Source: an optimization exercise on an open RTL-to-GDS flow (aim: small area, a short achievable clock period and few clock cycles per item). Production flows keep margins and buffers that such runs may drop.
Only simulation tests tie the RTL to the original design; equivalence was not proved.

==> flow/design.v <==
module cas (divisor, dividend, quotient, cin, cout, remainder);
input wire divisor, dividend, quotient, cin;
output wire cout, remainder;
assign remainder = (quotient ^ divisor) ^ dividend ^ cin;
assign cout = ((quotient ^ divisor)&dividend) | ((quotient ^ divisor)&cin) | (cin&dividend);
endmodule
module Divider_row(ndivisor, p_in, bit_in, p_out, q_out);
input  [14:0] ndivisor;
input  [14:0] p_in;
input         bit_in;
output [14:0] p_out;
output        q_out;
wire [15:0] x  = {p_in, bit_in};
wire [15:0] nd = {1'b1, ndivisor};
wire [15:0] g0 = x & nd;
wire [15:0] p0 = x ^ nd;
wire [16:0] c;
assign c[0] = 1'b1;
wire [7:0] gl [0:3];
wire [7:0] pl [0:3];
genvar k, l;
generate for (k = 0; k < 8; k = k + 1) begin : grp
	if (k == 0) begin : first
		assign gl[0][k] = g0[1] | (p0[1] & (g0[0] | p0[0]));
	end else begin : other
		assign gl[0][k] = g0[2*k+1] | (p0[2*k+1] & g0[2*k]);
	end
	assign pl[0][k] = p0[2*k+1] & p0[2*k];
end endgenerate
generate for (l = 0; l < 3; l = l + 1) begin : lvl
	for (k = 0; k < 8; k = k + 1) begin : b
		if ((k >> l) & 1) begin : comb
			localparam integer J = ((k >> (l + 1)) << (l + 1)) + (1 << l) - 1;
			assign gl[l+1][k] = gl[l][k] | (pl[l][k] & gl[l][J]);
			assign pl[l+1][k] = pl[l][k] & pl[l][J];
		end else begin : pass
			assign gl[l+1][k] = gl[l][k];
			assign pl[l+1][k] = pl[l][k];
		end
	end
end endgenerate
generate for (k = 0; k < 8; k = k + 1) begin : cin
	if (k > 0) begin : grp_in
		assign c[2*k] = gl[3][k-1];
	end
	assign c[2*k+1] = g0[2*k] | (p0[2*k] & c[2*k]);
end endgenerate
assign c[16] = gl[3][7];
wire [15:0] s = p0 ^ c[15:0];
assign q_out = c[16];
assign p_out = q_out ? s[14:0] : x[14:0];
endmodule
module Divider_Modulo (clk , reset, mode, valid_in, divisor, dividend, result, valid_out);
input wire clk, reset, mode, valid_in;
input wire [31:0] dividend;
input wire [15:0] divisor;
output reg valid_out;
output wire [31:0] result;
localparam [16:0] CUT = 17'b0_0100_1001_0010_0100;
reg        v_in;
reg        m_in;
reg [31:0] dd_in;
reg [14:0] dv_in;    
always @(posedge clk or posedge reset)
	if (reset) v_in <= 1'b0;
	else       v_in <= valid_in;
always @(posedge clk) begin
	m_in  <= mode;
	dd_in <= dividend;
	dv_in <= ~divisor[14:0];
end
wire [14:0] p   [0:17];
wire [16:0] s   [0:17];
wire [14:0] d   [0:17];    
wire        m   [0:17];
wire        v   [0:17];
assign p[0] = dd_in[31:17];
assign s[0] = dd_in[16:0];
assign d[0] = dv_in;
assign m[0] = m_in;
assign v[0] = v_in;
genvar i;
generate for (i = 0; i < 17; i = i + 1) begin : row
	wire [14:0] p_n;
	wire        q_n;
	Divider_row r (
		.ndivisor (d[i]),
		.p_in    (p[i]),
		.bit_in  (s[i][16]),
		.p_out   (p_n),
		.q_out   (q_n)
	);
	if (CUT[i]) begin : cut
		reg [14:0] p_r;
		reg [16:0] s_r;
		reg [14:0] d_r;
		reg        m_r;
		reg        v_r;
		always @(posedge clk or posedge reset)
			if (reset) v_r <= 1'b0;
			else       v_r <= v[i];
		always @(posedge clk) begin
			p_r <= p_n;
			s_r <= {s[i][15:0], q_n};
			d_r <= d[i];
			m_r <= m[i];
		end
		assign p[i+1] = p_r;
		assign s[i+1] = s_r;
		assign d[i+1] = d_r;
		assign m[i+1] = m_r;
		assign v[i+1] = v_r;
	end else begin : nocut
		assign p[i+1] = p_n;
		assign s[i+1] = {s[i][15:0], q_n};
		assign d[i+1] = d[i];
		assign m[i+1] = m[i];
		assign v[i+1] = v[i];
	end
end endgenerate
reg [16:0] res_r;
always @(posedge clk or posedge reset)
	if (reset) valid_out <= 1'b0;
	else       valid_out <= v[17];
always @(posedge clk)
	res_r <= m[17] ? {2'b0, p[17]} : s[17];
assign result = {15'b0, res_r};
endmodule
==> flow/config.mk <==
export PLATFORM = sky130hd
export DESIGN_NAME = Divider_Modulo
export DESIGN_NICKNAME = Divider_Modulo
export VERILOG_FILES = /design/flow/design.v
export SDC_FILE = /design/flow/constraint.sdc
export NUM_CORES = 4
export LEC_CHECK = 0
export CAP_MARGIN = 20
export CORE_MARGIN = 2
export CORE_UTILIZATION = 40
export CTS_CLUSTER_DIAMETER = 100
export CTS_CLUSTER_SIZE = 25
export GPL_TIMING_DRIVEN = 0
export SLEW_MARGIN = 20
==> flow/constraint.sdc <==
create_clock -name core_clock -period 25.0 [get_ports {clk}]
set_input_delay 5.0000 -clock core_clock [delete_from_list [all_inputs] [get_ports {clk}]]
set_output_delay 5.0000 -clock core_clock [all_outputs]
set_load 0.01 [all_outputs]
standard.sh (not shown) runs the stock make flow with config.mk's settings and CLKGATE_MAP_FILE= SYNTH_SCRIPT=/design/flow/synth_recipe.tcl, a recipe that flattens the netlist after the stock synthesis.
==> flow/flow/run.sh <==
#!/bin/bash
# The standard layout (the standard.sh, with flow/config.mk's settings)
# with these changes:
#  - no full/half-adder cell extraction (ADDER_MAP_FILE empty), so ABC maps
#    the adders' logic freely;
#  - ports are buffered by flow/buffer_ports.tcl (buf_1 on inputs, buf_2 on
#    outputs) instead of with the buffer buffer_ports picks;
#  - after placement repair, flow/size_crit.tcl upsizes gates on the worst
#    register-to-register paths (before detailed placement legalizes them).
# Each step's full log is under orfs/logs/; make's own output goes to
# make_finish.log.
set -euo pipefail
export FLOW_SYNTH_TCL="$PWD/synth_recipe.tcl"
export MY_ABC_SCRIPT="$PWD/flow/abc_map.script"
export SIZE_MAX_MOVES=200
export SIZE_MIN_GAIN=0.005
export SIZE_WINDOW=0.3
export SIZE_PATHS=3
export SIZE_ENDPOINTS=300
export SIZE_TARGET_SLACK=19.3
bash standard.sh "SYNTH_SCRIPT=$PWD/flow/synth_wrap.tcl" "ADDER_MAP_FILE=" \
  "DONT_BUFFER_PORTS=1" "PRE_GLOBAL_PLACE_TCL=$PWD/flow/buffer_ports.tcl" \
  "POST_RESIZE_TCL=$PWD/flow/size_crit.tcl" finish > make_finish.log 2>&1
Other scripts of this flow, unchanged in this note and not shown: flow/flow/abc_map.script, flow/flow/buffer_ports.tcl, flow/flow/size_crit.tcl, flow/flow/synth_wrap.tcl
Testbench counts at the start, summed over its fixed seeds: cycles 16,048, items 16,000.
Rerun with:
--- a/flow/design.v
+++ b/flow/design.v
@@ -16,36 +16,24 @@
 wire [15:0] p0 = x ^ nd;
 wire [16:0] c;
 assign c[0] = 1'b1;
-wire [7:0] gl [0:3];
-wire [7:0] pl [0:3];
-genvar k, l;
-generate for (k = 0; k < 8; k = k + 1) begin : grp
+genvar k, j;
+generate for (k = 0; k < 4; k = k + 1) begin : grp
+	wire [3:0] gg, gp;
+	assign gg[0] = (k == 0) ? (g0[0] | p0[0]) : g0[4*k];
+	assign gp[0] = p0[4*k];
+	for (j = 1; j < 4; j = j + 1) begin : b
+		assign gg[j] = g0[4*k+j] | (p0[4*k+j] & gg[j-1]);
+		assign gp[j] = p0[4*k+j] & gp[j-1];
+	end
 	if (k == 0) begin : first
-		assign gl[0][k] = g0[1] | (p0[1] & (g0[0] | p0[0]));
+		assign c[4] = gg[3];
 	end else begin : other
-		assign gl[0][k] = g0[2*k+1] | (p0[2*k+1] & g0[2*k]);
+		assign c[4*k+4] = gg[3] | (gp[3] & c[4*k]);
 	end
-	assign pl[0][k] = p0[2*k+1] & p0[2*k];
-end endgenerate
-generate for (l = 0; l < 3; l = l + 1) begin : lvl
-	for (k = 0; k < 8; k = k + 1) begin : b
-		if ((k >> l) & 1) begin : comb
-			localparam integer J = ((k >> (l + 1)) << (l + 1)) + (1 << l) - 1;
-			assign gl[l+1][k] = gl[l][k] | (pl[l][k] & gl[l][J]);
-			assign pl[l+1][k] = pl[l][k] & pl[l][J];
-		end else begin : pass
-			assign gl[l+1][k] = gl[l][k];
-			assign pl[l+1][k] = pl[l][k];
-		end
+	for (j = 1; j < 4; j = j + 1) begin : in
+		assign c[4*k+j] = g0[4*k+j-1] | (p0[4*k+j-1] & c[4*k+j-1]);
 	end
 end endgenerate
-generate for (k = 0; k < 8; k = k + 1) begin : cin
-	if (k > 0) begin : grp_in
-		assign c[2*k] = gl[3][k-1];
-	end
-	assign c[2*k+1] = g0[2*k] | (p0[2*k] & c[2*k]);
-end endgenerate
-assign c[16] = gl[3][7];
 wire [15:0] s = p0 ^ c[15:0];
 assign q_out = c[16];
 assign p_out = q_out ? s[14:0] : x[14:0];
What happened:
- The new run passed the timing, DRC and antenna checks
- worst setup slack got worse by 21 ps
- count of clock-buffer cells in the layout decreases by 1
- synthesized area drops by 1.8%
- via count decreases by 5.0%
- non-clock buffer count decreases by 8
- register-to-register slack degrades by 40 ps
- critical path depth does not change
- wire length goes down by 4.9%
- fmax decreases by 0.34%
- first-iteration DRC count came out higher by 6.8%
Testbench counts after the change, summed over its fixed seeds: cycles 16,048, items 16,000.

[what the ideal ports hide]
How much do the figures lean on ideal ports? The routed layouts below were timed once more, with nothing changed but the port constraints.
Step 1 assumes that a clkbuf_16 drives the clock port and a buf_2 every other input.
Step 2, shift: input delay + t, output delay - t, t = (earliest + latest rising clock arrival at the registers) / 2. This alone moves slack from input paths to output paths.
Three values: ideal ports, drivers, drivers and shift; two values: the first two.
run | t (ns) | setup slack, ns | latest minus earliest clock arrival (ns) | slew at the worst register clock pin (ns) | pins driven straight from the clock port
the first run | 0.577 | 18.983 / 18.925 / 19.124 | 0.017 / 0.016 | 0.10 / 0.10 | 1
the second run | 0.579 | 18.962 / 18.909 / 19.082 | 0.014 / 0.014 | 0.09 / 0.09 | 1
After both steps every run listed still meets setup and hold.
